Background: an optimization exercise with open tools, aiming at small area. Do not read the settings as production practice.
RTL that was checked went through simulation tests only; none was proved equivalent to the original.
For runs 1 to 3, only the layout was checked, not whether the RTL still works.
The clock port is modelled as an ideal driver; clocking choices that lean on that would not hold on a real chip.
Power figures rest on the tool's default switching activity, not on a simulated workload.

==> flow/design.v <==
module psone_debounce(
	input	iCLK,
	input	iRESET,
	input	iKEY,
	output	oKEY_FRONT
);
localparam N = 11;
localparam TAP = (N == 11) ? 8 : 2;	 
localparam [N-1:0] SEED = (N == 11) ? 'h01f : 'h5;
reg key_deb;
reg [1:0]  dff;
reg [1:0]  pressed;
reg [N-1:0] cnt;	 
localparam [N-1:0] CPOL = {(N+1)/2{2'b01}};
wire [N-1:0] cv = cnt ^ CPOL;
wire low_ones = &cv[N-2:0];
wire done     = low_ones & cv[N-1];
always @(posedge iCLK or negedge iRESET) begin
	if (!iRESET) begin
		dff     <= 2'd0;
		pressed <= 2'd0;
		key_deb <= 1'b0;
	end else begin
		dff     <= {dff[0], iKEY};
		pressed <= {pressed[0], key_deb};
		if (done) key_deb <= dff[1];
	end
end
always @(posedge iCLK) begin
	if (dff[0] ^ dff[1]) cnt <= SEED ^ CPOL;
	else cnt <= {cv[N-2:0], ~(cv[N-1] ^ cv[TAP]) | low_ones} ^ CPOL;
end
assign oKEY_FRONT = !pressed[0] & pressed[1];
endmodule
module psone(
	input		iCLK,
	input		iRESET,
	input		iKEY_ST,  
	output	oCS,
	output	oCLK,
	output	oMOSI,
	input		iMISO,
	input		iACK,
	input		iRX,
	output	oTX,
	output	oIND
);
localparam HP = 3500;			 
localparam HB = 2604;			 
localparam HR = HP - HB + 1;	 
function [11:0] hstep(input [11:0] s);
	hstep = {s[10:0], ~(s[11] ^ s[5] ^ s[3] ^ s[0])};
endfunction
function [11:0] hpow(input integer n);
	integer i;
	begin
		hpow = 12'd0;
		for (i = 0; i < n; i = i + 1) hpow = hstep(hpow);
	end
endfunction
localparam [11:0] H_END = hpow(HP);	 
localparam [11:0] H_RE  = hpow(HR);	 
wire KEY_PR;
reg en;		 
reg M;		 
reg cs;
reg mosi;
reg tx;
reg [11:0] H;		 
localparam [11:0] HPOL = 12'b101010101010;
wire [11:0] hv = H ^ HPOL;
reg [4:0]  E;
reg [3:0]  B;
reg        miso;
reg        bit_buf;
reg [71:0] ring;
reg [3:0]  P9;
reg [2:0]  P8;
wire HALF_PER   = (hv == H_END);
wire E25        = (E == 5'd25);
wire EN_SPI     = en & ~M;
wire LAST       = HALF_PER & (E == 5'd22) & (B == 4'd8);	 
wire MATCH      = (P9 == B) & (P8 == E[3:1]);
wire WR         = MATCH & ~M & ~E[0] & (~E[4] | (E[3:1] == 3'd0));
always @(posedge iCLK or negedge iRESET) begin
	if (!iRESET) en <= 1'b0;
	else if (KEY_PR) en <= ~en;
end
always @(posedge iCLK or negedge iRESET) begin
	if (!iRESET) begin
		cs   <= 1'b1;
		mosi <= 1'b0;
	end else begin
		cs   <= EN_SPI ? ((B == 4'd0) ? 1'b0 : cs) : 1'b1;
		mosi <= ~cs & (((B == 4'd0) & (E < 5'd3)) |
		               ((B == 4'd1) & ((E == 5'd3) | (E == 5'd4) | (E == 5'd13) | (E == 5'd14))));
	end
end
always @(posedge iCLK or negedge iRESET) begin
	if (!iRESET) begin
		M <= 1'b0;
		E <= 5'd0;
		B <= 4'd0;
	end else if (M ? LAST : cs) begin
		M <= 1'b0;
		E <= 5'd0;
		B <= 4'd0;
	end else if (E25) begin
		if (~M & (B == 4'd8)) begin
			M <= 1'b1;
			E <= 5'd24;
			B <= 4'd15;
		end else begin
			E <= {4'd0, M};
			B <= B + 1'b1;
		end
	end else if (HALF_PER | (M & (E >= 5'd23))) E <= E + 1'b1;
end
always @(posedge iCLK) begin
	if (M ? LAST : ~(EN_SPI & ~HALF_PER)) H <= HPOL;
	else if (M & (HALF_PER | E25)) H <= H_RE ^ HPOL;
	else H <= hstep(hv) ^ HPOL;
end
always @(posedge iCLK or negedge iRESET) begin
	if (!iRESET) tx <= 1'b1;
	else if (M) begin
		if (E25) tx <= 1'b0;
		else if (HALF_PER & ~E[0]) tx <= bit_buf | (E[4] & (E[3:1] != 3'd0));
	end else tx <= 1'b1;
end
function [2:0] p8step(input [2:0] s);
	p8step = {s[1:0], s[2] ^ (s[1] | ~s[0])};
endfunction
always @(posedge iCLK or negedge iRESET) begin
	if (!iRESET) begin
		P9 <= 4'd0;
		P8 <= 3'd0;
	end else begin
		P9 <= P9[3] ? 4'd0 : (P9[2:0] == 3'd4) ? 4'd8 : {1'b0, p8step(P9[2:0])};
		P8 <= p8step(P8);
	end
end
always @(posedge iCLK) begin
	miso <= iMISO;
	if (M) begin
		if (MATCH) bit_buf <= ring[0];
	end else if (E[0] & ~HALF_PER) bit_buf <= miso;
	ring <= {WR ? bit_buf : ring[0], ring[71:1]};
end
psone_debounce DEB(
	.iCLK(iCLK),
	.iRESET(iRESET),
	.iKEY(iKEY_ST),
	.oKEY_FRONT(KEY_PR)
);
assign oCS   = cs;
assign oCLK  = ~(E[0] & ~E[4] & ~M);
assign oMOSI = mosi;
assign oTX   = tx;
assign oIND  = en;
endmodule
==> flow/flow/run.sh <==
#!/bin/bash
# The standard layout (standard.sh) with three changes:
#  - synthesis maps the logic with an area-oriented ABC script (flow/abc_area.script)
#    in place of ORFS's speed script; everything else in the synthesis is the
#    standard one (synth_recipe.tcl on ORFS's synth.tcl), so the registers and
#    their names are the standard synthesis's;
#  - clock tree synthesis without dummy loads, from clkbuf_4 buffers;
#  - port buffers are buf_1 cells.
# Each tool's output goes to a log file here.
set -euo pipefail
W=$(pwd)

# A copy of ORFS's scripts in which the speed ABC script is ours.
rm -rf "$W/orfs_scripts"
cp -r "$FLOW_HOME/scripts" "$W/orfs_scripts"
cp "$W/flow/abc_area.script" "$W/orfs_scripts/abc_speed.script"
{
  echo "set ::env(SCRIPTS_DIR) {$W/orfs_scripts}"
  cat "$W/synth_recipe.tcl"
} > "$W/area_synth.tcl"

export CTS_ARGS="-sink_clustering_enable -repair_clock_nets -dont_use_dummy_load -buf_list sky130_fd_sc_hd__clkbuf_4 -sink_clustering_size 40 -sink_clustering_max_diameter 100"
export BUFFER_PORTS_ARGS="-buffer_cell sky130_fd_sc_hd__buf_1"

# Synthesis only, with our script; standard.sh then finds it done and goes on.
make -C "$FLOW_HOME" DESIGN_CONFIG="$W/config.mk" WORK_HOME="$W/orfs" CLKGATE_MAP_FILE= \
  SYNTH_SCRIPT="$W/area_synth.tcl" ADDER_MAP_FILE= synth > "$W/synth.log" 2>&1
bash standard.sh > "$W/standard.log" 2>&1
==> flow/flow/abc_area.script <==
strash
&get -n
&st
&dch
&nf -p -R 1000 -C 32
&put
mfs2
strash
&get -n
&st
&dch
&nf -p -R 1000 -C 32
&put
mfs2
strash
&get -n
&st
&dch
&nf -p -R 1000 -C 32
&put
topo
==> flow/standard.sh <==
#!/bin/bash
# synth_recipe.tcl (not shown) runs the flow's synth.tcl, then flattens the netlist and writes it again
# the make line also repeats each setting of config.mk as NAME=value (left out here)
make -C /OpenROAD-flow-scripts/flow DESIGN_CONFIG=/design/flow/config.mk WORK_HOME=/design/flow/orfs CLKGATE_MAP_FILE= SYNTH_SCRIPT=/design/flow/synth_recipe.tcl "${@:-finish}"
==> flow/config.mk <==
export PLATFORM = sky130hd
export DESIGN_NAME = psone
export DESIGN_NICKNAME = psone
export VERILOG_FILES = /design/flow/design.v
export SDC_FILE = /design/flow/constraint.sdc
export NUM_CORES = 4
export LEC_CHECK = 0
export CAP_MARGIN = 20
export CORE_MARGIN = 2
export CORE_UTILIZATION = 65
export CTS_BUF_LIST = sky130_fd_sc_hd__clkbuf_4
export CTS_CLUSTER_DIAMETER = 100
export CTS_CLUSTER_SIZE = 40
export PLACE_DENSITY = 0.8
export SLEW_MARGIN = 20
==> flow/constraint.sdc <==
create_clock -name core_clock -period 10.0 [get_ports {iCLK}]
set_input_delay 2.0000 -clock core_clock [delete_from_list [all_inputs] [get_ports {iCLK}]]
set_output_delay 2.0000 -clock core_clock [all_outputs]
set_load 0.01 [all_outputs]
==> flow_summary.toml, run 1 <==
[logic_synthesis]
synth_area_leaders = "dfxtp_1 57%, dfrtp_1 18%, nand2_1 3.1%"
ys_top_cells_by_count = "96 x dfxtp_1, 28 x nand2_1, 24 x dfrtp_1"
syn_nets = 266
synth_top_area_frac = 0.5670
ys_async_sr_fraction = 0.2114
synthMuxAreaShare = 0.009967
syn_inst = 260
synth_warnings = 2
yosys.area.top_type = "dfxtp_1"
ys.flop_type = "dfxtp_1"
synth_edf_count = 1
synth-compound-area-share = 0.05279
synth_seq_cells = 123
synth_top_family_by_area = "simple AND/OR/NAND/NOR gates"
seq_area_frac_synth = 0.7685
syn_avg_cell_area_um2 = 13.04
synthAdderAreaFrac = 0
synth.cell_area_um2 = 3390
netlist-cell-type-count = 32
yosysMostFrequentCell = "dfxtp_1"
synthXorXnorAreaFrac = 0.05168
synth-simple-area-share = 0.1159

[clock_tree]
cts_tree = "built"
clk_latency_ns = 0.47
root_buffer = "clkbuf_4"
post_cts_buffers = 0
cts_buffers = 17
path_clk_slew_ns = 0.10
ctsResizeCount = 0
clock-sinks = 123
htree_levels = 4
cts_hold_buf = 0
clock_path_buffers = 2

[timing]
layout_setup_ws_ns = 6.644
totalNegativeSetupSlack_ns = 0
relSlewSlack = 0.4331
min_period_over_period = 0.3356
finClkSkew_ns = 0.04082
whs_ns = 0.2948
worst_slew_pin_slew_ns = 0.8447
slew_violations = 0
fmax_ghz = 0.2980
rsz0062_at_grt = "no"
period_needed_ns = 3.356
setup_viol = 0
final_hold_viol_count = 0

[hold_path]
holdPathStages = 0
min_from = "ring[20]"
min_path_type = "flip-flop to flip-flop"

[floorplanning]
dieArea_um2 = 5808
core-area_um2 = 5075
die_h_um = 76.21
die_x_um = 76.21
fp-row-count = 26
initial_core_util = 0.6679
io_pins = 11

[pwr]
ir_drop_mv = 0.1323
power.leakage_nw = 1.455
powerDensity_nw_per_um2 = 195.1
fin_total_pwr_uw = 710.7

[route]
drt_iter0_drc = 122
drc = 0
routedWlPerCell_um = 13.19
ant_nets = 0
vias = 1853
met1_length_um = 2246
wl_met2_um = 2134
highest_layer = "met4"
route.met3.wl_um = 255
firstDrtPassIters = 5
vias_per_cell = 5.205
postRouteWirelength_um = 4695

[placed_design]
dp_hpwl_um = 3021
dp_slack_ns = 7.103
placed_cells = 339
portBuffers = 8
place_congestion = 0.8192

[run_status]
status = "timing/DRC/antenna clean"

[worst_setup_path]
arrival_ns = 1.36
cp-start-kind = "flip-flop"
crit_slowest_cell = "dfrtp_1"
crit_fanout = 14
r2r-start = "H[3]"
rr_worst_depth = 10
cp_top_family = "flip-flops"
path_depth = 3
cp_slowest_stage_delay_ns = 0.59
crit_path_start = "M"
crit_buf_inv = 1
endpoint_kind = "primary output"
critPathKind = "flip-flop to primary output"
path_cells = "nor2_1, nand2_1, buf_1"
required_ns = 8.00

[grt]
grt_pass1_wl_um = 8197
antenna_found_initial = 0
overflow = 0
first_global_vias = 1784
track_usage = 0.1904
grt_max_degree = 27

[final_layout]
areaGrowthSynthToFinish_pct = 7.457
antennaDiodeCount = 0
stdcell_count = 356
multiInputGateArea_um2 = 780.7
final_nets = 294
drive_above_1_share = 0.06993
n_fill_cell = 365
regArea_um2 = 2605

[run]
drv_cap = 0
## cell usage in the layout, fill, tap and decap left out, types with 2 or more instances in the layout
cell type / count
dfstp_2: 2
dfrtp_1: 24
nand2_1: 28
mux2_1: 3
xor2_1: 10
nor4_1: 2
a21oi_1: 9
nor2b_1: 4
nor3_1: 6
nand4_1: 6
o21ai_0: 12
dfxtp_1: 96
buf_1: 8
nor2_1: 23
clkbuf_4: 17
o31ai_1: 2
xnor2_1: 10
and2_0: 2
nand3_1: 2
and4_1: 2
nand2b_1: 3
or4_1: 2
## metrics by stage
step,utilization,area [um2]
floorplan,-,3390
global placement,0.6926,3515
detailed placement,0.6926,3515
CTS,0.7177,3642
global route,0.7177,3642
finish,0.7177,3642
## state kept, by name, indices dropped and copies added (netlist names), 3 cells and up
name,flops
E,5
H,12
ring,72
DEB.cnt,11
P9,4
P8,3
B,4
## report_power, final
group	total (mW)	leakage (nW)	internal [mW]	switching (mW)
Clock	0.209	0.0782	0.0776	0.132
Combinational	0.00554	0.256	0.00173	0.00381
Sequential	0.496	1.12	0.494	0.00161
## path summary, 6_finish.rpt
| kind | end | slack (ns) |
|---|---|---|
| max | oCLK | 6.64 |
| max reg2reg | E[3] | 7.03 |
| min in group asynchronous | DEB.dff[1] | 1.51 |
| min | ring[19] | 0.29 |
| max in group asynchronous | tx | 8.17 |
| min reg2reg | ring[19] | 0.29 |
## layout make-up
type | instances | share of cell area
Sequential cell | 123 | 0.7152
Clock buffer | 17 | 0.03504
Inverter | 1 | 0.001031
Tap cell | 70 | 0.02405
Multi-Input combinational cell | 136 | 0.2144
Timing Repair Buffer | 9 | 0.01031
## cell families after synthesis
| kind of cell | after synthesis |
|---|---|
| AOI/OAI and AO/OA | 30 |
| DFF | 123 |
| xor gates and xnor gates | 20 |
| buffers and inverters | 1 |
| and+or+nand+nor | 83 |
| muxes | 3 |
## per-layer routing
layer / track usage / vias to the layer above
li1: - / 933
met1: 0.2500 / 874
met2: 0.2619 / 40
met3: 0.1031 / 6
met4: 0.08182 / 0
met5: 0 / -
==> run 2, diff against run 1 <==
--- a/flow/design.v
+++ b/flow/design.v
@@ -61,4 +61,7 @@
 localparam [11:0] H_END = hpow(HP);	 
 localparam [11:0] H_RE  = hpow(HR);	 
+function [3:0] bstep(input [3:0] s);
+	bstep = {s[2:0], s[3] ^ ~(s[2] | s[1])};
+endfunction
 wire KEY_PR;
 reg en;		 
@@ -110,8 +113,7 @@
 			M <= 1'b1;
 			E <= 5'd24;
-			B <= 4'd15;
 		end else begin
 			E <= {4'd0, M};
-			B <= B + 1'b1;
+			B <= bstep(B);
 		end
 	end else if (HALF_PER | (M & (E >= 5'd23))) E <= E + 1'b1;
@@ -137,5 +139,5 @@
 		P8 <= 3'd0;
 	end else begin
-		P9 <= P9[3] ? 4'd0 : (P9[2:0] == 3'd4) ? 4'd8 : {1'b0, p8step(P9[2:0])};
+		P9 <= bstep(P9);
 		P8 <= p8step(P8);
 	end
==> flow_summary.toml, run 2 <==
[logic_synthesis]
yosys.area.top_type = "dfxtp_1"
synth_top_area_frac = 0.5757
syn_avg_cell_area_um2 = 13.41
syn_inst = 249
synth_edf_count = 1
syn_nets = 255
ys_async_sr_fraction = 0.2114
netlist-cell-type-count = 30
ys.flop_type = "dfxtp_1"
synth_seq_cells = 123
yosysMostFrequentCell = "dfxtp_1"
ys_top_cells_by_count = "96 x dfxtp_1, 24 x dfrtp_1, 22 x nand2_1"
synth_area_leaders = "dfxtp_1 58%, dfrtp_1 18%, xnor2_1 3.4%"
synth_warnings = 2
seq_area_frac_synth = 0.7804
synth.cell_area_um2 = 3338

[final_layout]
antennaDiodeCount = 0
regArea_um2 = 2605
areaGrowthSynthToFinish_pct = 7.571
largest_reg_flops = 72
mostFrequentLayoutCell = "dfxtp_1"
layout_common_cells = "96 x dfxtp_1, 24 x dfrtp_1, 22 x nand2_1, 20 x nor2_1, 17 x clkbuf_4"
largest_register = "ring"
n_fill_cell = 355
multiInputGateArea_um2 = 729.5
reg_top3 = "ring (72), H (12), DEB.cnt (11)"
final_nets = 283
drive_above_1_share = 0.07273

[floorplanning]
dieArea_um2 = 5725
fp-row-count = 26
die_h_um = 75.67
io_pins = 11
core-area_um2 = 5042
initial_core_util = 0.6620
die_x_um = 75.67

[placed_design]
portBuffers = 8
dp_hpwl_um = 2975
dp_slack_ns = 7.071
place_congestion = 0.8280

[route]
highest_layer = "met4"
postRouteWirelength_um = 4744
drc = 0
ant_nets = 0
met1_length_um = 2382
route.met3.wl_um = 200
drt_iter0_drc = 154
vias_per_cell = 5.133
firstDrtPassIters = 4
vias = 1771
wl_met2_um = 2057
routedWlPerCell_um = 13.75

[worst_setup_path]
crit_fanout = 10
cp-start-kind = "flip-flop"
arrival_ns = 1.45
critPathKind = "flip-flop to primary output"
required_ns = 8.00
endpoint_kind = "primary output"

[clock_tree]
cts_buffers = 17
cts_hold_buf = 0
clk_latency_ns = 0.48
clock-sinks = 123
path_clk_slew_ns = 0.08
ctsResizeCount = 0
htree_levels = 4
clock_path_buffers = 2
cts_tree = "built"
root_buffer = "clkbuf_4"
post_cts_buffers = 0

[pwr]
power.leakage_nw = 1.427
ir_drop_mv = 0.1332
powerDensity_nw_per_um2 = 198.6
fin_total_pwr_uw = 713.3

[timing]
totalNegativeSetupSlack_ns = 0
setup_viol = 0
relSlewSlack = 0.4285
slew_violations = 0
worst_slew_pin_slew_ns = 0.8514
period_needed_ns = 3.455
finClkSkew_ns = 0.03336
min_period_over_period = 0.3455
final_hold_viol_count = 0
rsz0062_at_grt = "no"
layout_setup_ws_ns = 6.545
fmax_ghz = 0.2895

[grt]
overflow = 0
first_global_vias = 1644
grt_pass1_wl_um = 7590
antenna_found_initial = 0
grt_max_degree = 27
track_usage = 0.1919

[run_status]
status = "timing/DRC/antenna clean"

[hold_path]
min_path_type = "flip-flop to flip-flop"

[run]
drv_cap = 0
[run 2: cell types whose count changed in the layout (fill, tap and decap cells not counted), moves of 3 or more]
cell | previous run | this run
a21o_1 | 0 | 3
xor2_1 | 10 | 5
nor2_1 | 23 | 20
nand2_1 | 28 | 22
xnor2_1 | 10 | 13
[run 2: metal layers]
metal	vias to the layer above	GRT usage
li1	891	-
met1	825	0.2606
met2	43	0.2522
met3	12	0.07540
met4	0	0.1306
met5	-	0
[run 2: path summary, 6_finish.rpt]
check | slack, ns | cells past startpoint | endpoint | startpoint
max reg2reg | 7.31 | 7 | E[0] | E[1]
min reg2reg | 0.32 | 0 | ring[14] | ring[15]
min | 0.32 | 0 | ring[14] | ring[15]
max | 6.55 | 3 | oCLK | E[0]
max in group asynchronous | 8.19 | 2 | tx | iRESET
min in group asynchronous | 1.49 | 2 | P9[0] | iRESET
[run 2: power by group]
| part | internal (mW) | switching, mW |
|---|---|---|
| registers | 0.494 | 0.00168 |
| logic | 0.00173 | 0.00379 |
| clock network | 0.0776 | 0.134 |
[run 2: final cells by class]
cell class              instances  share of cell area
clock buffers                  17             0.03554
inverters                       1            0.001045
multi-input cells             125              0.2031
flip-flops and latches        123              0.7254
well taps                      70             0.02439
repair buffers                  9             0.01045
[run 2: cells by family (layout without fill, tap and decap cells)]
logic type / Yosys count / count (layout) / share of synthesized area
XOR/XNOR: 18 / 18 / 0.04723
AND/OR/NAND/NOR: 71 / 71 / 0.1005
AO/OA/AOI/OAI: 32 / 32 / 0.05735
flip-flops: 123 / 123 / 0.7804
buffers and inverters: 1 / 27 / 0.001123
multiplexers: 4 / 4 / 0.01349
[run 2: through the flow]
step	util	area [um2]	hold WS, ns	cells
global route	0.7122	3591	0.3170	345
CTS	0.7122	3591	0.3190	345
finish	0.7122	3591	0.3183	345
detailed placement	0.6868	3463	0.3121	328
global placement	0.6868	3463	0.3114	328
floorplan	-	3338	0.3096	249
[run 2: critical path, cell delays in order, from the launching register on]
cell and delay (ns):
dfrtp_1 0.53, nor2b_1 0.25, nand2b_1 0.08, buf_1 0.13
==> run 3, diff against run 2 <==
--- a/flow/design.v
+++ b/flow/design.v
@@ -104,18 +104,17 @@
 		M <= 1'b0;
 		E <= 5'd0;
-		B <= 4'd0;
 	end else if (M ? LAST : cs) begin
 		M <= 1'b0;
 		E <= 5'd0;
-		B <= 4'd0;
 	end else if (E25) begin
 		if (~M & (B == 4'd8)) begin
 			M <= 1'b1;
 			E <= 5'd24;
-		end else begin
-			E <= {4'd0, M};
-			B <= bstep(B);
-		end
+		end else E <= {4'd0, M};
 	end else if (HALF_PER | (M & (E >= 5'd23))) E <= E + 1'b1;
+end
+always @(posedge iCLK) begin
+	if (M ? LAST : cs) B <= 4'd0;
+	else if (E25 & (M | (B != 4'd8))) B <= bstep(B);
 end
 always @(posedge iCLK) begin
==> flow_summary.toml, run 3 <==
[run_status]
status = "timing/DRC/antenna clean"

[logic_synthesis]
syn_nets = 258
ys_top_cells_by_count = "100 x dfxtp_1, 24 x nor2_1, 22 x nand2_1"
synth_seq_cells = 123
yosys.area.top_type = "dfxtp_1"
synth_area_leaders = "dfxtp_1 60%, dfrtp_1 15%, xnor2_1 2.9%"
synthMuxAreaShare = 0.01317
ys.flop_type = "dfxtp_1"
synth-compound-area-share = 0.05608
syn_inst = 252
ys_async_sr_fraction = 0.1789
synthAdderAreaFrac = 0
synth_warnings = 2
synthXorXnorAreaFrac = 0.05006
synth_top_area_frac = 0.6022
synth-simple-area-share = 0.09861
syn_avg_cell_area_um2 = 13.19
netlist-cell-type-count = 30
seq_area_frac_synth = 0.7776
synth.cell_area_um2 = 3324
synth_top_family_by_area = "simple AND/OR/NAND/NOR gates"
yosysMostFrequentCell = "dfxtp_1"
synth_edf_count = 1

[clock_tree]
cts_buffers = 17
clock_path_buffers = 2
clock-sinks = 123
clk_latency_ns = 0.47
htree_levels = 4
path_clk_slew_ns = 0.10
ctsResizeCount = 0
post_cts_buffers = 0
cts_hold_buf = 0
root_buffer = "clkbuf_4"
cts_tree = "built"

[floorplanning]
initial_core_util = 0.6636
io_pins = 11
die_h_um = 75.52
fp-row-count = 26
die_x_um = 75.52
core-area_um2 = 5010
dieArea_um2 = 5703

[final_layout]
mostFrequentLayoutCell = "dfxtp_1"
layout_common_cells = "100 x dfxtp_1, 24 x nor2_1, 22 x nand2_1, 20 x dfrtp_1, 17 x clkbuf_4"
antennaDiodeCount = 0
reg_top3 = "ring (72), H (12), DEB.cnt (11)"
largest_register = "ring"
final_nets = 288
drive_above_1_share = 0.07857
largest_reg_flops = 72
final_cell_area_um2 = 3592
areaGrowthSynthToFinish_pct = 8.054

[pwr]
swShare = 0.1933
pwr-share-comb = 0.007
p_switching_uw = 137.4
seqPwrFrac = 0.697
clock_power_share = 0.295
powerDensity_nw_per_um2 = 197.9
power.leakage_nw = 1.424
p_int_uw = 573.6
ir_drop_mv = 0.1321

[route]
vias_per_cell = 5.089
drt_iter0_drc = 113
postRouteWirelength_um = 4526
drc = 0
ant_nets = 0
routedWlPerCell_um = 12.93
firstDrtPassIters = 4
vias = 1781

[hold_path]
min_path_type = "flip-flop to flip-flop"
min_from = "ring[8]"
hold_path_end = "ring[7]"
holdPathStages = 0

[grt]
first_global_vias = 1582
overflow = 0
grt_max_degree = 23
grt_pass1_wl_um = 7348
antenna_found_initial = 0
track_usage = 0.1867

[worst_setup_path]
arrival_ns = 1.33
crit_fanout = 12
reg2reg_to = "H[8]"
required_ns = 8.00
cp-start-kind = "flip-flop"
endpoint_kind = "primary output"
rr_worst_depth = 8
r2r_setup_slack_ns = 7.78
critPathKind = "flip-flop to primary output"
r2r-start = "E[1]"

[timing]
worst_slew_pin_slew_ns = 0.6240
whs_ns = 0.2925
finClkSkew_ns = 0.03171
rsz0062_at_grt = "no"
relSlewSlack = 0.5825
period_needed_ns = 3.332
fmax_ghz = 0.3001
min_period_over_period = 0.3332
slew_violations = 0
setup_viol = 0
layout_setup_ws_ns = 6.668
final_hold_viol_count = 0
totalNegativeSetupSlack_ns = 0

[placed_design]
placed_cell_area_um2 = 3465
place_congestion = 0.8785
dp_slack_ns = 7.158
portBuffers = 8
dp_hpwl_um = 2866

[run]
drv_cap = 0
[run 3: cell count changes after synthesis, moves of 2 or more]
| cell | previous run | this run |
|---|---|---|
| xnor2_1 | 13 | 11 |
| dfrtp_1 | 24 | 20 |
| dfxtp_1 | 96 | 100 |
| a32o_1 | 2 | 0 |
| o41ai_1 | 0 | 5 |
| nor2_1 | 20 | 24 |
| nand4_1 | 7 | 3 |
| a21oi_1 | 11 | 8 |
| a21o_1 | 3 | 1 |
| clkinv_1 | 1 | 4 |
| a211oi_1 | 0 | 2 |
| xor2_1 | 5 | 8 |
[run 3: stage by stage]
stage                     power [mW]    util  instances
after CTS                     0.7188  0.7170        350
after floorplan               0.5089       -        252
after global routing          0.7437  0.7170        350
after detailed placement      0.5123  0.6916        333
after global placement        0.5120  0.6916        333
final                         0.7110  0.7170        350
[run 3: kinds of logic after synthesis]
group                  count (synthesis)
multiplexers                           4
flip-flops                           123
buffers and inverters                  4
AND/OR/NAND/NOR                       72
XOR/XNOR                              19
AO/OA/AOI/OAI                         30
[run 3: layout make-up]
type | instances | area [um2]
sequential | 123 | 2585
fill | 359 | 1418
multi-input combinational | 125 | 724.4
clock buffer | 17 | 127.6
tap | 70 | 87.58
timing repair buffer | 11 | 52.55
inverter | 4 | 15.01
[run 3: worst max path at each step]
stage,start,endpoint,slack (ns),cells after the start
global route,M,oCLK,6.53,3
floorplan,M,oCLK,7.34,2
global placement,M,oCLK,7.16,3
detailed placement,M,oCLK,7.16,3
CTS,M,oCLK,6.64,3
finish,M,oCLK,6.67,3
[run 3: power groups by stage]
| stage | sequential [mW] | clock, mW | combinational [mW] |
|---|---|---|---|
| finish | 0.496 | 0.210 | 0.00524 |
| global route | 0.496 | 0.241 | 0.00620 |
| CTS | 0.496 | 0.218 | 0.00543 |
| detailed placement | 0.507 | 0 | 0.00542 |
| global placement | 0.507 | 0 | 0.00524 |
| floorplan | 0.506 | 0 | 0.00243 |
[run 3: worst max-delay path: stages (launching register included)]
cell and delay [ns]:
dfrtp_1 0.56, nor2_1 0.08, nand2_1 0.09, buf_1 0.15
[run 3: routing by layer]
metal / global-route usage / wire (um) / vias to the layer above
met1: 0.2502 / 2250 / 833
li1: - / - / 901
met3: 0.09524 / 209 / 5
met5: 0 / 0 / -
met4: 0.09942 / 54 / 0
met2: 0.2464 / 2011 / 42
==> run 4, diff against run 3 <==
--- a/flow/design.v
+++ b/flow/design.v
@@ -50,5 +50,5 @@
 localparam HR = HP - HB + 1;	 
 function [11:0] hstep(input [11:0] s);
-	hstep = {s[10:0], ~(s[11] ^ s[5] ^ s[3] ^ s[0])};
+	hstep = {s[10:0], ~(s[11] ^ s[6] ^ s[1])};
 endfunction
 function [11:0] hpow(input integer n);
@@ -61,4 +61,17 @@
 localparam [11:0] H_END = hpow(HP);	 
 localparam [11:0] H_RE  = hpow(HR);	 
+function integer pick_sk(input integer hp);
+	integer k;
+	reg [11:0] a, b, c;
+	begin
+		a = hpow(hp - 2);
+		b = hpow(hp - 1);
+		c = hpow(hp);
+		pick_sk = -1;
+		for (k = 11; k >= 0; k = k - 1)
+			if (a[k] & ~b[k] & ~c[k]) pick_sk = k;
+	end
+endfunction
+localparam integer SK = pick_sk(HP);
 function [3:0] bstep(input [3:0] s);
 	bstep = {s[2:0], s[3] ^ ~(s[2] | s[1])};
@@ -75,5 +88,4 @@
 reg [4:0]  E;
 reg [3:0]  B;
-reg        miso;
 reg        bit_buf;
 reg [71:0] ring;
@@ -143,8 +155,7 @@
 end
 always @(posedge iCLK) begin
-	miso <= iMISO;
 	if (M) begin
 		if (MATCH) bit_buf <= ring[0];
-	end else if (E[0] & ~HALF_PER) bit_buf <= miso;
+	end else if (E[0] & hv[SK]) bit_buf <= iMISO;
 	ring <= {WR ? bit_buf : ring[0], ring[71:1]};
 end
==> flow_summary.toml, run 4 <==
[grt]
top_usage_layer = "met2"
overflow = 0
met3_usage = 0.1058
antenna_found_initial = 0
grtUsageMet1 = 0.2573
grt_use_met2 = 0.2870
grt_pass1_wl_um = 8045
first_global_vias = 1724
track_usage = 0.2043
grt_max_degree = 23

[timing]
final_hold_viol_count = 0
slew_violations = 0
totalNegativeSetupSlack_ns = 0
fmax_ghz = 0.2753
setup_viol = 0
period_needed_ns = 3.632
worst_slew_pin_slew_ns = 0.9764
finClkSkew_ns = 0.03327
relSlewSlack = 0.3447
rsz0062_at_grt = "no"
min_period_over_period = 0.3632

[logic_synthesis]
synth_edf_count = 1
synth_top_area_frac = 0.5977
synth_warnings = 2
syn_nets = 253
ys_top_cells_by_count = "99 x dfxtp_1, 24 x nor2_1, 22 x nand2_1"
syn_avg_cell_area_um2 = 13.42
yosysMostFrequentCell = "dfxtp_1"
ys.flop_type = "dfxtp_1"
synth_area_leaders = "dfxtp_1 60%, dfrtp_1 15%, nor2_1 2.7%"
netlist-cell-type-count = 36
seq_area_frac_synth = 0.7736
synth_seq_cells = 122
yosys.area.top_type = "dfxtp_1"
synth.cell_area_um2 = 3316
ys_async_sr_fraction = 0.1803
syn_inst = 247

[route]
routedWlPerCell_um = 14.06
firstDrtPassIters = 4
ant_nets = 0
postRouteWirelength_um = 4796
vias_per_cell = 5.328
vias = 1817
drt_iter0_drc = 113
drc = 0

[clock_tree]
post_cts_buffers = 0
clock-sinks = 122
clock_path_buffers = 2
path_clk_slew_ns = 0.09
root_buffer = "clkbuf_4"
cts_buffers = 17
cts_tree = "built"
ctsResizeCount = 0
htree_levels = 4
cts_hold_buf = 0
clk_latency_ns = 0.48

[pwr]
power.leakage_nw = 1.436
powerDensity_nw_per_um2 = 197.8
fin_total_pwr_uw = 706.7
ir_drop_mv = 0.1522

[worst_setup_path]
endpoint_kind = "primary output"
arrival_ns = 1.63
crit_path_start = "M"
cp-start-kind = "flip-flop"
r2r-start = "E[0]"
crit_fanout = 9
required_ns = 8.00
critPathKind = "flip-flop to primary output"

[final_layout]
layout_common_cells = "99 x dfxtp_1, 24 x nor2_1, 22 x nand2_1, 20 x dfrtp_1, 17 x clkbuf_4"
final_nets = 282
drive_above_1_share = 0.07664
largest_register = "ring"
reg_top3 = "ring (72), H (12), DEB.cnt (11)"
regArea_um2 = 2565
antennaDiodeCount = 0
mostFrequentLayoutCell = "dfxtp_1"
largest_reg_flops = 72
areaGrowthSynthToFinish_pct = 7.736
final_core_util = 0.7416
multiInputGateArea_um2 = 747.0
n_fill_cell = 327

[run]
drv_cap = 0

[floorplanning]
io_pins = 11
dieArea_um2 = 5688
die_x_um = 75.42
core-area_um2 = 4817
die_h_um = 75.42
initial_core_util = 0.6883
fp-row-count = 25

[run_status]
status = "timing/DRC/antenna clean"

[hold_path]
min_from = "ring[3]"
min_path_type = "flip-flop to flip-flop"

[placed_design]
place_congestion = 0.8277
dp_hpwl_um = 3085
portBuffers = 8
## run 4: cell types whose count changed after synthesis, moves of 2 or more
| cell | delta |
|---|---|
| a32o_1 | +2 |
| clkinv_1 | -3 |
| nand3_1 | -3 |
| nand4_1 | +3 |
| nand4b_1 | +2 |
| nor2b_1 | -2 |
| nor4_1 | -3 |
| o41ai_1 | -2 |
## run 4: metal layers
layer  part of all wire  routed length [um]  up-vias
met2               0.46                2202       40
li1                   -                   -      901
met3              0.043                 205        7
met5                  0                   0        -
met4              0.014                  69        0
met1               0.48                2319      869
## run 4: final cells by class
type / instances / area share
Clock buffer: 17 / 0.03573
Multi-Input combinational cell: 124 / 0.2091
Tap cell: 67 / 0.02347
Timing Repair Buffer: 10 / 0.01261
Sequential cell: 122 / 0.7180
Inverter: 1 / 0.001051
## run 4: kinds of logic (layout without fill, tap and decap cells)
logic type             count (synthesis)  in the layout  synth area share
AO/OA/AOI/OAI                         32             32           0.06416
AND/OR/NAND/NOR                       69             69           0.09661
multiplexers                           6              6           0.01962
XOR/XNOR                              17             17           0.04490
buffers and inverters                  1             28          0.001131
flip-flops                           122            122            0.7736
## run 4: through the flow
stage | setup slack, ns | instance area (um2) | std cells | hold WS, ns
after detailed placement | 6.870 | 3445 | 324 | 0.3121
after global placement | 6.884 | 3445 | 324 | 0.3121
after CTS | 6.336 | 3572 | 341 | 0.3148
final | 6.368 | 3572 | 341 | 0.3101
after global routing | 6.158 | 3572 | 341 | 0.3171
after floorplan | 7.099 | 3316 | 247 | 0.3096
## run 4: power breakdown
| group | leakage [nW] | switching [mW] | internal, mW |
|---|---|---|---|
| clock network | 0.0782 | 0.132 | 0.0775 |
| registers | 1.09 | 0.00163 | 0.490 |
| logic | 0.267 | 0.00374 | 0.00174 |
| total | 1.44 | 0.137 | 0.569 |
## run 4: worst paths after layout
path | to | slack (ns) | cells after the start
max | oCLK | 6.37 | 4
min | ring[2] | 0.31 | 0
max reg2reg | E[1] | 7.42 | 6
min reg2reg | ring[2] | 0.31 | 0
max in group asynchronous | cs | 8.21 | 2
min in group asynchronous | P9[1] | 1.48 | 2
## run 4: critical path, cell delays in order (launching register included)
cell and delay (ns):
dfrtp_1 0.49, clkinv_1 0.26, nand2_1 0.15, or2_0 0.12, buf_1 0.15
==> run 5, diff against run 4 <==
--- a/flow/flow/run.sh
+++ b/flow/flow/run.sh
@@ -6,5 +6,6 @@
 #    their names are the standard synthesis's;
 #  - clock tree synthesis without dummy loads, from clkbuf_4 buffers;
-#  - port buffers are buf_1 cells.
+#  - port buffers are buf_1 cells;
+#  - after CTS, clock leaf buffers are downsized where the slew allows (flow/post_cts.tcl).
 # Each tool's output goes to a log file here.
 set -euo pipefail
@@ -22,4 +23,5 @@
 export CTS_ARGS="-sink_clustering_enable -repair_clock_nets -dont_use_dummy_load -buf_list sky130_fd_sc_hd__clkbuf_4 -sink_clustering_size 40 -sink_clustering_max_diameter 100"
 export BUFFER_PORTS_ARGS="-buffer_cell sky130_fd_sc_hd__buf_1"
+export POST_CTS_TCL="$W/flow/post_cts.tcl"
 
 # Synthesis only, with our script; standard.sh then finds it done and goes on.
==> flow/flow/post_cts.tcl (new file) <==
# After CTS: give each clock leaf buffer the smallest clkbuf cell that keeps
# the clock slew at its register pins (placement parasitics) under a target.
set leaf_slew_target 0.095
set sizes {sky130_fd_sc_hd__clkbuf_1 sky130_fd_sc_hd__clkbuf_2}
proc clk_pin_worst_slew {buf} {
  set worst 0
  set net [get_nets -of_objects [get_pins $buf/X]]
  foreach p [get_pins -of_objects $net] {
    if {[get_property $p direction] ne "input"} { continue }
    set s [get_property $p slew_max]
    if {$s > $worst} { set worst $s }
  }
  return $worst
}
estimate_parasitics -placement
foreach inst [[ord::get_db_block] getInsts] {
  set name [$inst getName]
  if {![string match "clkbuf_*" $name]} { continue }
  set orig [[$inst getMaster] getName]
  # leaves only: all loads are register clock pins
  set net [get_nets -of_objects [get_pins $name/X]]
  set leaf 1
  foreach p [get_pins -of_objects $net] {
    if {[get_property $p direction] eq "input" && [get_property [get_property $p lib_pin] name] ne "CLK"} { set leaf 0 }
  }
  if {!$leaf} { continue }
  foreach cell $sizes {
    replace_cell $name $cell
    estimate_parasitics -placement
    if {[clk_pin_worst_slew $name] <= $leaf_slew_target} {
      puts "post_cts: $name $orig -> $cell"
      break
    }
    replace_cell $name $orig
    estimate_parasitics -placement
  }
}
==> flow_summary.toml, run 5 <==
[logic_synthesis]
synth_area_leaders = "dfxtp_1 60%, dfrtp_1 15%, nor2_1 2.7%"
synth_warnings = 2
seq_area_frac_synth = 0.7736
synth_top_area_frac = 0.5977
synth.cell_area_um2 = 3316
syn_avg_cell_area_um2 = 13.42
ys_async_sr_fraction = 0.1803
ys_top_cells_by_count = "99 x dfxtp_1, 24 x nor2_1, 22 x nand2_1"
yosysMostFrequentCell = "dfxtp_1"
synth_seq_cells = 122
syn_inst = 247
netlist-cell-type-count = 36
ys.flop_type = "dfxtp_1"
syn_nets = 253
yosys.area.top_type = "dfxtp_1"
synth_edf_count = 1

[run_status]
stop_stage = "clock tree synthesis (4_1_cts)"
first-error = "Error: cts.tcl, 90 pin objects do not have a lib_pin property."
status = "did not finish"

[placed_design]
dp_slack_ns = 6.870
dp_hpwl_um = 3085
portBuffers = 8
placed_cell_area_um2 = 3445
placed_cells = 324
place_congestion = 0.8277

[floorplanning]
io_pins = 11
fp-row-count = 25
die_h_um = 75.42
initial_core_util = 0.6883
die_x_um = 75.42

[clock_tree]
clock-sinks = 122
[run 5: cell counts after synthesis]
No cell type changed its count.
[run 5: kinds of logic after synthesis]
kind of cell / after synthesis / share of synthesized area
flip-flops: 122 / 0.7736
AND/OR/NAND/NOR: 69 / 0.09661
AO/OA/AOI/OAI: 32 / 0.06416
XOR/XNOR: 17 / 0.04490
multiplexers: 6 / 0.01962
buffers and inverters: 1 / 0.001131
[run 5: worst min path at each step]
| stage | from | to | slack (ns) | cells after the start |
|---|---|---|---|---|
| floorplan | ring[1] | ring[0] | 0.31 | 0 |
| global placement | ring[36] | ring[35] | 0.31 | 0 |
| detailed placement | ring[7] | ring[6] | 0.31 | 0 |
[run 5: power by group through the flow]
stage | combinational (mW) | clock, mW | sequential, mW
after detailed placement | 0.00547 | 0 | 0.503
after global placement | 0.00536 | 0 | 0.502
after floorplan | 0.00243 | 0 | 0.502
==> run 6, diff against run 5 <==
==> flow/flow/post_cts.tcl (replaced) <==
# After CTS: give each clock leaf buffer (one that drives only register clock
# pins) the smallest clkbuf cell that keeps the clock slew at those pins,
# with placement parasitics, under a target.
set leaf_slew_target 0.095
set sizes {sky130_fd_sc_hd__clkbuf_1 sky130_fd_sc_hd__clkbuf_2}
proc leaf_sink_pins {inst} {
  set pins {}
  set net [[$inst findITerm X] getNet]
  foreach it [$net getITerms] {
    if {[$it getInst] eq $inst} { continue }
    if {[[$it getMTerm] getName] ne "CLK"} { return {} }
    lappend pins "[[$it getInst] getName]/CLK"
  }
  return $pins
}
proc worst_slew {pins} {
  set worst 0
  foreach p $pins {
    set s [get_property [get_pins $p] slew_max]
    if {$s > $worst} { set worst $s }
  }
  return $worst
}
estimate_parasitics -placement
foreach inst [[ord::get_db_block] getInsts] {
  set name [$inst getName]
  if {![string match "clkbuf_*" $name]} { continue }
  set pins [leaf_sink_pins $inst]
  if {[llength $pins] == 0} { continue }
  set orig [[$inst getMaster] getName]
  foreach cell $sizes {
    replace_cell $name $cell
    estimate_parasitics -placement
    if {[worst_slew $pins] <= $leaf_slew_target} {
      puts "post_cts: $name ($orig, [llength $pins] sinks) -> $cell"
      break
    }
    replace_cell $name $orig
    estimate_parasitics -placement
  }
}
==> flow_summary.toml, run 6 <==
[run_status]
status = "timing/DRC/antenna clean"

[worst_setup_path]
crit_fanout = 9
endpoint_kind = "primary output"
reg2reg_to = "E[1]"
rr_worst_depth = 6
arrival_ns = 1.63
r2r_setup_slack_ns = 7.42
cp-start-kind = "flip-flop"
r2r-start = "E[0]"
required_ns = 8.00
critPathKind = "flip-flop to primary output"
crit_path_start = "M"

[final_layout]
reg_top3 = "ring (72), H (12), DEB.cnt (11)"
areaGrowthSynthToFinish_pct = 7.509
largest_register = "ring"
n_fill_cell = 330
layout_common_cells = "99 x dfxtp_1, 24 x nor2_1, 22 x nand2_1, 20 x dfrtp_1, 14 x clkbuf_4"
final_nets = 282
multiInputGateArea_um2 = 747.0
mostFrequentLayoutCell = "dfxtp_1"
final_cell_area_um2 = 3565
antennaDiodeCount = 0
drive_above_1_share = 0.07664
largest_reg_flops = 72
regArea_um2 = 2565

[floorplanning]
die_x_um = 75.42
core-area_um2 = 4817
initial_core_util = 0.6883
fp-row-count = 25
dieArea_um2 = 5688
die_h_um = 75.42
io_pins = 11

[timing]
whs_ns = 0.3101
rsz0062_at_grt = "no"
slew_violations = 0
relSlewSlack = 0.3459
period_needed_ns = 3.629
finClkSkew_ns = 0.05177
totalNegativeSetupSlack_ns = 0
min_period_over_period = 0.3629
setup_viol = 0
fmax_ghz = 0.2756
worst_slew_pin_slew_ns = 0.9746
final_hold_viol_count = 0

[clock_tree]
path_clk_slew_ns = 0.09
clk_latency_ns = 0.48
clock-sinks = 122
cts_tree = "built"

[placed_design]
portBuffers = 8
dp_hpwl_um = 3085
place_congestion = 0.8277
placed_cell_area_um2 = 3445

[logic_synthesis]
yosysMostFrequentCell = "dfxtp_1"
syn_inst = 247
yosys.area.top_type = "dfxtp_1"
seq_area_frac_synth = 0.7736
netlist-cell-type-count = 36
synth_warnings = 2
ys_async_sr_fraction = 0.1803
syn_avg_cell_area_um2 = 13.42
ys_top_cells_by_count = "99 x dfxtp_1, 24 x nor2_1, 22 x nand2_1"
synth_seq_cells = 122
synth_area_leaders = "dfxtp_1 60%, dfrtp_1 15%, nor2_1 2.7%"
ys.flop_type = "dfxtp_1"
synth_edf_count = 1
syn_nets = 253
synth_top_area_frac = 0.5977
synth.cell_area_um2 = 3316

[route]
highest_layer = "met4"
drc = 0
routedWlPerCell_um = 14.03
postRouteWirelength_um = 4785
vias = 1818
wl_met2_um = 2190
met1_length_um = 2299
firstDrtPassIters = 4
ant_nets = 0
drt_iter0_drc = 113
vias_per_cell = 5.331
route.met3.wl_um = 227

[run]
drv_cap = 0

[pwr]
powerDensity_nw_per_um2 = 196.7
clock_power_share = 0.291
ir_drop_mv = 0.1522
p_switching_uw = 137.7
pwr-share-comb = 0.008
fin_total_pwr_uw = 701.2
p_int_uw = 563.5
seqPwrFrac = 0.701
power.leakage_nw = 1.435
swShare = 0.1964

[hold_path]
min_path_type = "flip-flop to flip-flop"
hold_path_end = "ring[2]"
holdPathStages = 0
min_from = "ring[3]"

[grt]
track_usage = 0.2043
grt_max_degree = 23
antenna_found_initial = 0
first_global_vias = 1724
grt_pass1_wl_um = 8045
overflow = 0
[run 6: cell counts after synthesis]
No cell type changed its count.
[run 6: worst max-delay path by stage]
stage           end  slack [ns]  depth (start not counted)
2_1_floorplan  oCLK        7.10                          3
3_3_place_gp   oCLK        6.88                          4
3_5_place_dp   oCLK        6.87                          4
5_1_grt        oCLK        6.16                          4
6_report       oCLK        6.37                          4
[run 6: per-layer routing]
metal / track usage / up-vias
met5: 0 / -
met2: 0.2870 / 46
met4: 0.1092 / 0
met1: 0.2573 / 865
met3: 0.1058 / 7
li1: - / 900
[run 6: layout make-up]
cell class                      instances  share of cell area
Multi-Input combinational cell        124              0.2095
Timing Repair Buffer                   10             0.01264
Sequential cell                       122              0.7196
Clock buffer                           17             0.03370
Inverter                                1            0.001053
Tap cell                               67             0.02352
[run 6: cell families after synthesis]
group | count (synthesis) | synth area share
AOI/OAI and AO/OA | 32 | 0.06416
xor gates and xnor gates | 17 | 0.04490
buffers and inverters | 1 | 0.001131
DFF | 122 | 0.7736
muxes | 6 | 0.01962
and+or+nand+nor | 69 | 0.09661
[run 6: power groups by stage]
stage	Combinational, mW	Sequential [mW]	Clock, mW
floorplan	0.00243	0.502	0
global placement	0.00536	0.502	0
detailed placement	0.00547	0.503	0
global route	0.00640	0.492	0.234
finish	0.00548	0.492	0.204
[run 6: worst max-delay path: stages (launching register included)]
cell      delay (ns)
dfrtp_1         0.49
clkinv_1        0.26
nand2_1         0.15
or2_0           0.12
buf_1           0.15
[run 6: metrics by stage]
| step | setup WS (ns) | utilization | cells |
|---|---|---|---|
| after global routing | 6.157 | 0.7400 | 341 |
| after floorplan | 7.099 | - | 247 |
| final | 6.371 | 0.7400 | 341 |
| after detailed placement | 6.870 | 0.7151 | 324 |
| after global placement | 6.884 | 0.7151 | 324 |
==> run 7, diff against run 6 <==
--- a/flow/design.v
+++ b/flow/design.v
@@ -93,7 +93,8 @@
 reg [2:0]  P8;
 wire HALF_PER   = (hv == H_END);
-wire E25        = (E == 5'd25);
+wire E25        = E[4] & E[3] & E[0];			 
+wire B8         = B[3] & ~B[2] & ~B[0];			 
 wire EN_SPI     = en & ~M;
-wire LAST       = HALF_PER & (E == 5'd22) & (B == 4'd8);	 
+wire LAST       = HALF_PER & E[4] & E[2] & E[1] & B8;	 
 wire MATCH      = (P9 == B) & (P8 == E[3:1]);
 wire WR         = MATCH & ~M & ~E[0] & (~E[4] | (E[3:1] == 3'd0));
@@ -107,7 +108,8 @@
 		mosi <= 1'b0;
 	end else begin
-		cs   <= EN_SPI ? ((B == 4'd0) ? 1'b0 : cs) : 1'b1;
-		mosi <= ~cs & (((B == 4'd0) & (E < 5'd3)) |
-		               ((B == 4'd1) & ((E == 5'd3) | (E == 5'd4) | (E == 5'd13) | (E == 5'd14))));
+		cs   <= ~EN_SPI;
+		mosi <= ~cs & ~B[3] & ~B[1] &
+		        (B[0] ? ((E == 5'd3) | (E == 5'd4) | (E == 5'd13) | (E == 5'd14))
+		              : (~B[2] & (E < 5'd3)));
 	end
 end
@@ -120,13 +122,13 @@
 		E <= 5'd0;
 	end else if (E25) begin
-		if (~M & (B == 4'd8)) begin
+		if (~M & B8) begin
 			M <= 1'b1;
 			E <= 5'd24;
 		end else E <= {4'd0, M};
-	end else if (HALF_PER | (M & (E >= 5'd23))) E <= E + 1'b1;
+	end else if (HALF_PER | (M & E[4] & (E[3] | (E[2] & E[1] & E[0])))) E <= E + 1'b1;	 
 end
 always @(posedge iCLK) begin
 	if (M ? LAST : cs) B <= 4'd0;
-	else if (E25 & (M | (B != 4'd8))) B <= bstep(B);
+	else if (E25 & (M | ~B8)) B <= bstep(B);
 end
 always @(posedge iCLK) begin
@@ -139,5 +141,5 @@
 	else if (M) begin
 		if (E25) tx <= 1'b0;
-		else if (HALF_PER & ~E[0]) tx <= bit_buf | (E[4] & (E[3:1] != 3'd0));
+		else if (HALF_PER & ~E[0]) tx <= bit_buf | (E[4] & (E[2] | E[1]));	 
 	end else tx <= 1'b1;
 end
--- a/flow/config.mk
+++ b/flow/config.mk
@@ -8,8 +8,8 @@
 export CAP_MARGIN = 20
 export CORE_MARGIN = 2
-export CORE_UTILIZATION = 65
+export CORE_UTILIZATION = 80
 export CTS_BUF_LIST = sky130_fd_sc_hd__clkbuf_4
 export CTS_CLUSTER_DIAMETER = 100
 export CTS_CLUSTER_SIZE = 40
-export PLACE_DENSITY = 0.8
+export PLACE_DENSITY = 0.9
 export SLEW_MARGIN = 20
==> flow_summary.toml, run 7 <==
[worst_setup_path]
path_cells = "clkinv_1, nand2_1, or2_0, buf_1"
r2r_setup_slack_ns = 7.39
cp_slowest_stage_delay_ns = 0.58
cp-start-kind = "flip-flop"
reg2reg_to = "E[1]"
critPathKind = "flip-flop to primary output"
crit_slowest_cell = "dfrtp_1"
r2r-start = "H[1]"
required_ns = 8.00
rr_worst_depth = 7
arrival_ns = 1.81
crit_fanout = 11
endpoint_kind = "primary output"

[timing]
min_period_over_period = 0.3811
period_needed_ns = 3.811
fmax_ghz = 0.2624
finClkSkew_ns = 0.04868
totalNegativeSetupSlack_ns = 0
setup_viol = 0
rsz0062_at_grt = "no"
slew_violations = 0
relSlewSlack = 0.5268
worst_slew_pin_slew_ns = 0.7098
layout_setup_ws_ns = 6.189
final_hold_viol_count = 0

[logic_synthesis]
yosysMostFrequentCell = "dfxtp_1"
seq_area_frac_synth = 0.7768
yosys.area.top_type = "dfxtp_1"
ys_top_cells_by_count = "99 x dfxtp_1, 23 x nor2_1, 22 x nand2_1"
synth_edf_count = 1
syn_avg_cell_area_um2 = 13.26
netlist-cell-type-count = 31
synth_area_leaders = "dfxtp_1 60%, dfrtp_1 15%, xnor2_1 2.9%"
synth_seq_cells = 122
synth_top_area_frac = 0.6002
syn_inst = 249
ys_async_sr_fraction = 0.1803
synth.cell_area_um2 = 3302
syn_nets = 255
ys.flop_type = "dfxtp_1"
synth_warnings = 2

[final_layout]
largest_reg_flops = 72
final_nets = 284
mostFrequentLayoutCell = "dfxtp_1"
areaGrowthSynthToFinish_pct = 7.200
drive_above_1_share = 0.07609
stdcell_count = 326
antennaDiodeCount = 0
largest_register = "ring"
layout_common_cells = "99 x dfxtp_1, 23 x nor2_1, 22 x nand2_1, 20 x dfrtp_1, 15 x clkbuf_4"
reg_top3 = "ring (72), H (12), DEB.cnt (11)"
n_fill_cell = 161

[floorplanning]
initial_core_util = 0.8255
io_pins = 11
core-area_um2 = 4000
dieArea_um2 = 4657
die_h_um = 68.25
die_x_um = 68.25
fp-row-count = 23

[hold_path]
min_from = "ring[66]"
hold_path_end = "ring[65]"
holdPathStages = 0
min_path_type = "flip-flop to flip-flop"

[clock_tree]
cts_tree = "built"
clk_latency_ns = 0.49
clock-sinks = 122
path_clk_slew_ns = 0.09

[route]
vias_per_cell = 6.141
drc = 0
vias = 2002
drt_iter0_drc = 383
postRouteWirelength_um = 6792
firstDrtPassIters = 5
routedWlPerCell_um = 20.83
ant_nets = 0

[pwr]
power.leakage_nw = 1.382
ir_drop_mv = 0.1531
powerDensity_nw_per_um2 = 200.9

[grt]
track_usage = 0.3380
grt_pass1_wl_um = 10340
antenna_found_initial = 0
overflow = 0
first_global_vias = 2009
grt_max_degree = 17

[placed_design]
place_congestion = 0.8532
dp_slack_ns = 6.796
portBuffers = 8
dp_hpwl_um = 3825
placed_cells = 309

[run]
drv_cap = 0

[run_status]
status = "timing/DRC/antenna clean"
[run 7: changes by cell type in the layout (fill, tap and decap cells not counted), sizes merged, moves of 2 or more]
cell,delta
a211oi,+2
nand3,+2
o41ai,-2
a21oi,-2
o21ai,+3
a32o,-2
clkinv,+2
nor2b,+2
nor4,+2
a31o,+2
[run 7: worst max-delay path by stage]
stage	start	to	slack, ns	depth (start not counted)
after floorplan	M	oCLK	7.09	3
after global placement	M	oCLK	6.89	4
after detailed placement	M	oCLK	6.80	4
after global routing	M	oCLK	6.02	4
final	M	oCLK	6.19	4
[run 7: stage by stage]
step	hold slack (ns)	cell area, um2	utilization	total power [mW]
floorplan	0.3096	3302	-	0.5046
global placement	0.3112	3402	0.8505	0.5073
global route	0.3126	3540	0.8849	0.7307
finish	0.3054	3540	0.8849	0.7112
detailed placement	0.3121	3417	0.8542	0.5087
[run 7: metal layers]
metal	global-route usage	vias to the layer above	wire, um
met5	0	-	0
met1	0.3584	915	2500
li1	-	884	-
met4	0.2350	0	380
met2	0.5255	149	3298
met3	0.1661	54	614
[run 7: cells by family after synthesis]
logic type,count (synthesis),synth area share
DFF,122,0.7768
muxes,6,0.01933
AOI/OAI and AO/OA,28,0.05153
buffers and inverters,3,0.003410
xor gates and xnor gates,18,0.04774
and+or+nand+nor,72,0.1012
[run 7: area by class of cell]
cell class	instances	area (um2)	share of cell area
Clock buffer	17	122.6	0.03464
Inverter	3	11.26	0.003181
Multi-Input combinational cell	124	725.7	0.2050
Sequential cell	122	2565	0.7246
Tap cell	50	62.56	0.01767
Timing Repair Buffer	10	52.55	0.01485
[run 7: critical path: cells and delay by family (launching register included)]
kind	cells	cell delay, ns
flops	1	0.58
buf+inv	2	0.48
simple gates	2	0.28
[run 7: power by group]
group	switching (mW)	internal, mW	total (mW)
sequential	0.00173	0.490	0.492
clock	0.139	0.0738	0.213
combinational	0.00443	0.00201	0.00644
total	0.146	0.566	0.711
==> run 8, diff against run 7 <==
--- a/flow/config.mk
+++ b/flow/config.mk
@@ -8,8 +8,8 @@
 export CAP_MARGIN = 20
 export CORE_MARGIN = 2
-export CORE_UTILIZATION = 80
+export CORE_UTILIZATION = 50
 export CTS_BUF_LIST = sky130_fd_sc_hd__clkbuf_4
 export CTS_CLUSTER_DIAMETER = 100
 export CTS_CLUSTER_SIZE = 40
-export PLACE_DENSITY = 0.9
+export PLACE_DENSITY = 0.7
 export SLEW_MARGIN = 20
==> flow_summary.toml, run 8 <==
[logic_synthesis]
synth_edf_count = 1
ys_async_sr_fraction = 0.1803
yosys.area.top_type = "dfxtp_1"
synth.cell_area_um2 = 3302
syn_avg_cell_area_um2 = 13.26
synth_seq_cells = 122
synth_warnings = 2
synthXorXnorAreaFrac = 0.04775
synth_top_family_by_area = "simple AND/OR/NAND/NOR gates"
synth-simple-area-share = 0.1012
netlist-cell-type-count = 31
synth_top_area_frac = 0.6002
seq_area_frac_synth = 0.7768
synthAdderAreaFrac = 0
syn_inst = 249
synth-compound-area-share = 0.05153
yosysMostFrequentCell = "dfxtp_1"
synth_area_leaders = "dfxtp_1 60%, dfrtp_1 15%, xnor2_1 2.9%"
ys.flop_type = "dfxtp_1"
synthMuxAreaShare = 0.01933
ys_top_cells_by_count = "99 x dfxtp_1, 23 x nor2_1, 22 x nand2_1"
syn_nets = 255

[final_layout]
stdcell_count = 353
antennaDiodeCount = 0
layout_common_cells = "99 x dfxtp_1, 23 x nor2_1, 22 x nand2_1, 20 x dfrtp_1, 15 x clkbuf_4"
areaGrowthSynthToFinish_pct = 7.995
drive_above_1_share = 0.07609
mostFrequentLayoutCell = "dfxtp_1"
reg_top3 = "ring (72), H (12), DEB.cnt (11)"
final_nets = 284
largest_reg_flops = 72
largest_register = "ring"

[worst_setup_path]
cp_top_family = "flip-flops"
crit_path_start = "M"
cp_slowest_stage_delay_ns = 0.54
required_ns = 8.00
path_cells = "clkinv_1, nand2_1, or2_0, buf_1"
cp-start-kind = "flip-flop"
critPathKind = "flip-flop to primary output"
crit_fanout = 11
crit_slowest_cell = "dfrtp_1"
rr_worst_depth = 8
path_depth = 4
r2r-start = "H[1]"
arrival_ns = 1.63
crit_buf_inv = 2
endpoint_kind = "primary output"

[floorplanning]
core-area_um2 = 6386
io_pins = 11
die_x_um = 85.27
die_h_um = 85.27
dieArea_um2 = 7270
fp-row-count = 29
initial_core_util = 0.5170

[route]
vias_per_cell = 4.932
drc = 0
drt_iter0_drc = 61
firstDrtPassIters = 4
ant_nets = 0
postRouteWirelength_um = 4420
routedWlPerCell_um = 12.52
vias = 1741

[pwr]
power.leakage_nw = 1.380
pwr-share-comb = 0.007
ir_drop_mv = 0.1157
powerDensity_nw_per_um2 = 197.6
fin_total_pwr_uw = 704.7
swShare = 0.1976
p_switching_uw = 139.3
p_int_uw = 565.4
seqPwrFrac = 0.697
clock_power_share = 0.295

[timing]
finClkSkew_ns = 0.05551
relSlewSlack = 0.6619
worst_slew_pin_slew_ns = 0.5026
fmax_ghz = 0.2754
final_hold_viol_count = 0
min_period_over_period = 0.3631
rsz0062_at_grt = "no"
setup_viol = 0
slew_violations = 0
totalNegativeSetupSlack_ns = 0
period_needed_ns = 3.631

[grt]
grt_max_degree = 23
first_global_vias = 1730
overflow = 0
grt_pass1_wl_um = 7721
antenna_found_initial = 0
track_usage = 0.1438

[clock_tree]
clk_latency_ns = 0.49
clock-sinks = 122
path_clk_slew_ns = 0.09
cts_tree = "built"

[hold_path]
holdPathStages = 0
min_path_type = "flip-flop to flip-flop"
min_from = "ring[14]"

[placed_design]
place_congestion = 0.7888
placed_cells = 336
dp_hpwl_um = 2755
portBuffers = 8

[run]
drv_cap = 0

[run_status]
status = "timing/DRC/antenna clean"
[run 8: final cells by class]
type	count	area [um2]
clock buffers	17	122.6
fillers	541	2820
inverters	3	11.26
multi-input cells	124	725.7
flip-flops and latches	122	2565
well taps	77	96.34
repair buffers	10	45.04
[run 8: power by group through the flow]
stage / combinational (mW) / sequential [mW] / clock, mW
after global routing: 0.00625 / 0.492 / 0.238
final: 0.00525 / 0.491 / 0.208
after detailed placement: 0.00550 / 0.502 / 0
after global placement: 0.00532 / 0.502 / 0
after floorplan: 0.00242 / 0.502 / 0
[run 8: routing by layer]
metal,wire [um],share of wire,GRT usage
met4,61,0.014,0.09957
met1,2288,0.52,0.1867
met5,0,0,0
met3,238,0.054,0.07782
met2,1831,0.41,0.1804
[run 8: cells by family after synthesis]
logic type | after synthesis
compound gates | 28
simple gates | 72
buf+inv | 3
flops | 122
mux | 6
xor+xnor | 18
[run 8: worst paths after layout]
check,slack [ns],end
setup / recovery,6.37,oCLK
min in group asynchronous,1.48,DEB.dff[1]
hold / removal,0.30,ring[13]
hold reg to reg,0.30,ring[13]
setup reg to reg,7.82,H[0]
max in group asynchronous,8.21,tx
[run 8: metrics by stage]
step / worst slack [ns] / hold slack (ns) / cell area, um2 / utilization
after floorplan: 7.086 / 0.3096 / 3302 / -
after global placement: 6.871 / 0.3123 / 3443 / 0.5392
after detailed placement: 6.861 / 0.3121 / 3443 / 0.5392
after global routing: 6.185 / 0.3131 / 3566 / 0.5584
final: 6.369 / 0.3009 / 3566 / 0.5584
==> run 9, diff against run 8 <==
--- a/flow/flow/abc_area.script
+++ b/flow/flow/abc_area.script
@@ -1,2 +1,9 @@
+strash
+&get -n
+&st
+&dch
+&nf -p -R 1000 -C 32
+&put
+mfs2
 strash
 &get -n
==> flow/config.mk (replaced) <==
export PLATFORM = sky130hd
export DESIGN_NAME = psone
export DESIGN_NICKNAME = psone
export VERILOG_FILES = /design/flow/design.v
export SDC_FILE = /design/flow/constraint.sdc
export NUM_CORES = 4
export LEC_CHECK = 0
export CAP_MARGIN = 0
export CORE_MARGIN = 2
export CORE_UTILIZATION = 65
export CTS_BUF_LIST = sky130_fd_sc_hd__clkbuf_4
export CTS_CLUSTER_DIAMETER = 100
export CTS_CLUSTER_SIZE = 40
export PLACE_DENSITY = 0.8
export SLEW_MARGIN = 0
==> flow_summary.toml, run 9 <==
[timing]
min_period_over_period = 0.3638
finClkSkew_ns = 0.04305
period_needed_ns = 3.638
setup_viol = 0
totalNegativeSetupSlack_ns = 0
rsz0062_at_grt = "no"
fmax_ghz = 0.2749
slew_violations = 0
final_hold_viol_count = 0
relSlewSlack = 0.2522
worst_slew_pin_slew_ns = 1.122

[worst_setup_path]
crit_fanout = 12
cp_top_family = "flip-flops"
arrival_ns = 1.64
endpoint_kind = "primary output"
crit_slowest_cell = "dfrtp_1"
required_ns = 8.00
crit_buf_inv = 2
cp-start-kind = "flip-flop"
cp_slowest_stage_delay_ns = 0.57
critPathKind = "flip-flop to primary output"
path_cells = "clkinv_1, nand2_1, or2_0, buf_1"

[grt]
grt_pass1_wl_um = 7341
track_usage = 0.1872
met3_usage = 0.1138
first_global_vias = 1585
overflow = 0
grtUsageMet1 = 0.2444
top_usage_layer = "met2"
grt_max_degree = 23
antenna_found_initial = 0
grt_use_met2 = 0.2573

[logic_synthesis]
synth_edf_count = 1
yosys.area.top_type = "dfxtp_1"
syn_nets = 251
synth.cell_area_um2 = 3289
synth_area_leaders = "dfxtp_1 60%, dfrtp_1 15%, xnor2_1 2.9%"
ys.flop_type = "dfxtp_1"
netlist-cell-type-count = 33
synth_seq_cells = 122
syn_avg_cell_area_um2 = 13.43
ys_async_sr_fraction = 0.1803
ys_top_cells_by_count = "99 x dfxtp_1, 23 x nor2_1, 20 x dfrtp_1"
synth_top_area_frac = 0.6025
synth_warnings = 2
seq_area_frac_synth = 0.7798
syn_inst = 245
yosysMostFrequentCell = "dfxtp_1"

[pwr]
powerDensity_nw_per_um2 = 198.5
ir_drop_mv = 0.1540
power.leakage_nw = 1.391

[route]
firstDrtPassIters = 4
drt_iter0_drc = 185
vias = 1782
vias_per_cell = 5.272
postRouteWirelength_um = 4570
drc = 0
routedWlPerCell_um = 13.52
ant_nets = 0

[clock_tree]
path_clk_slew_ns = 0.09
clock-sinks = 122
clk_latency_ns = 0.47
cts_tree = "built"

[final_layout]
reg_top3 = "ring (72), H (12), DEB.cnt (11)"
stdcell_count = 338
n_fill_cell = 331
areaGrowthSynthToFinish_pct = 7.341
final_nets = 279
drive_above_1_share = 0.07380
antennaDiodeCount = 0
regArea_um2 = 2565
largest_register = "ring"
multiInputGateArea_um2 = 716.9
largest_reg_flops = 72
layout_common_cells = "99 x dfxtp_1, 23 x nor2_1, 20 x dfrtp_1, 19 x nand2_1, 14 x clkbuf_4"
mostFrequentLayoutCell = "dfxtp_1"

[floorplanning]
initial_core_util = 0.6829
fp-row-count = 25
core-area_um2 = 4817
io_pins = 11
die_h_um = 75.14
dieArea_um2 = 5646
die_x_um = 75.14

[placed_design]
portBuffers = 8
place_congestion = 0.8284
placed_cells = 321
dp_hpwl_um = 2907

[hold_path]
min_path_type = "flip-flop to flip-flop"

[run_status]
status = "timing/DRC/antenna clean"

[run]
drv_cap = 0
-- run 9: cell types whose count changed after synthesis, moves of 2 or more --
cell     delta
a31o_1      -2
and2_0      +2
nand2_1     -3
nor3_1      +2
o21ai_0     -4
-- run 9: final timing paths --
check | cells past startpoint | end | slack (ns) | from
min | 0 | ring[12] | 0.31 | ring[13]
min reg2reg | 0 | ring[12] | 0.31 | ring[13]
min in group asynchronous | 1 | P9[0] | 1.72 | iRESET
max reg2reg | 7 | E[3] | 7.23 | H[1]
max in group asynchronous | 1 | P9[3] | 7.58 | iRESET
max | 4 | oCLK | 6.36 | M
-- run 9: power by group --
| group | total [mW] | switching [mW] | internal [mW] |
|---|---|---|---|
| Clock | 0.205 | 0.133 | 0.0719 |
| Sequential | 0.491 | 0.00158 | 0.490 |
| Combinational | 0.00487 | 0.00341 | 0.00145 |
| Total | 0.701 | 0.138 | 0.563 |
-- run 9: worst reg2reg max path, cell delays in order (launching register included) --
cell      delay, ns
dfxtp_1        0.40
nand2_1        0.08
nor4_1         0.25
nand4_1        0.22
o32ai_1        0.84
buf_4          0.28
a311oi_1       0.14
o41ai_1        0.45
-- run 9: final cells by class --
type,instances,area share
flip-flops and latches,122,0.7264
inverters,2,0.002126
repair buffers,9,0.01063
clock buffers,17,0.03402
multi-input cells,121,0.2030
well taps,67,0.02374
-- run 9: logic make-up after synthesis --
kind of cell | count (synthesis) | share of synthesized area
AOI/OAI and AO/OA | 28 | 0.05439
xor gates and xnor gates | 17 | 0.04526
buffers and inverters | 2 | 0.002283
DFF | 122 | 0.7798
muxes | 6 | 0.01940
and+or+nand+nor | 70 | 0.09890
-- run 9: through the flow --
step                      hold WS [ns]  utilization  power [mW]  setup WS (ns)  area, um2
after floorplan                 0.3096            -      0.5046          7.092       3289
after global placement          0.3116       0.7081      0.5073          6.859       3411
after detailed placement        0.3121       0.7081      0.5076          6.842       3411
after global routing            0.3086       0.7330      0.7301          6.164       3531
final                           0.3076       0.7330      0.7010          6.362       3531
-- run 9: per-layer routing --
metal | share of wire | routed length, um
met5 | 0 | 0
met4 | 0.014 | 66
met3 | 0.062 | 282
met2 | 0.44 | 1991
met1 | 0.49 | 2229

port drivers added, routing unchanged:
No port has a modelled driver above. Below, the same layouts with a new extraction and two added sets of constraints.
Step 1 assumes that a clkbuf_16 drives the clock port and a buf_2 every other input.
Step 2 moves the port delays by t, midway between the first and last clock arrival at a register: inputs arrive t later, outputs are due t later. That takes back most of the time a late clock gives input paths.
Slacks: ideal ports / drivers / drivers and shift; pairs: ideal ports / drivers.
run	t (ns)	slack for setup (ns)	worst setup path at the end	worst data-port slew with drivers (ns)
run 1	0.480	6.644 / 6.618 / 7.026	register to register	0.03
run 2	0.494	6.545 / 6.518 / 7.013	register to output	0.03
run 3	0.482	6.668 / 6.639 / 7.121	register to output	0.03
run 4	0.491	6.368 / 6.339 / 6.831	register to output	0.03
run 6	0.482	6.371 / 6.342 / 6.824	register to output	0.03
run 7	0.497	6.189 / 6.163 / 6.661	register to output	0.03
run 8	0.484	6.369 / 6.343 / 6.827	register to output	0.03
run 9	0.478	6.362 / 6.336 / 6.814	register to output	0.03
After both steps every run listed still meets setup and hold.
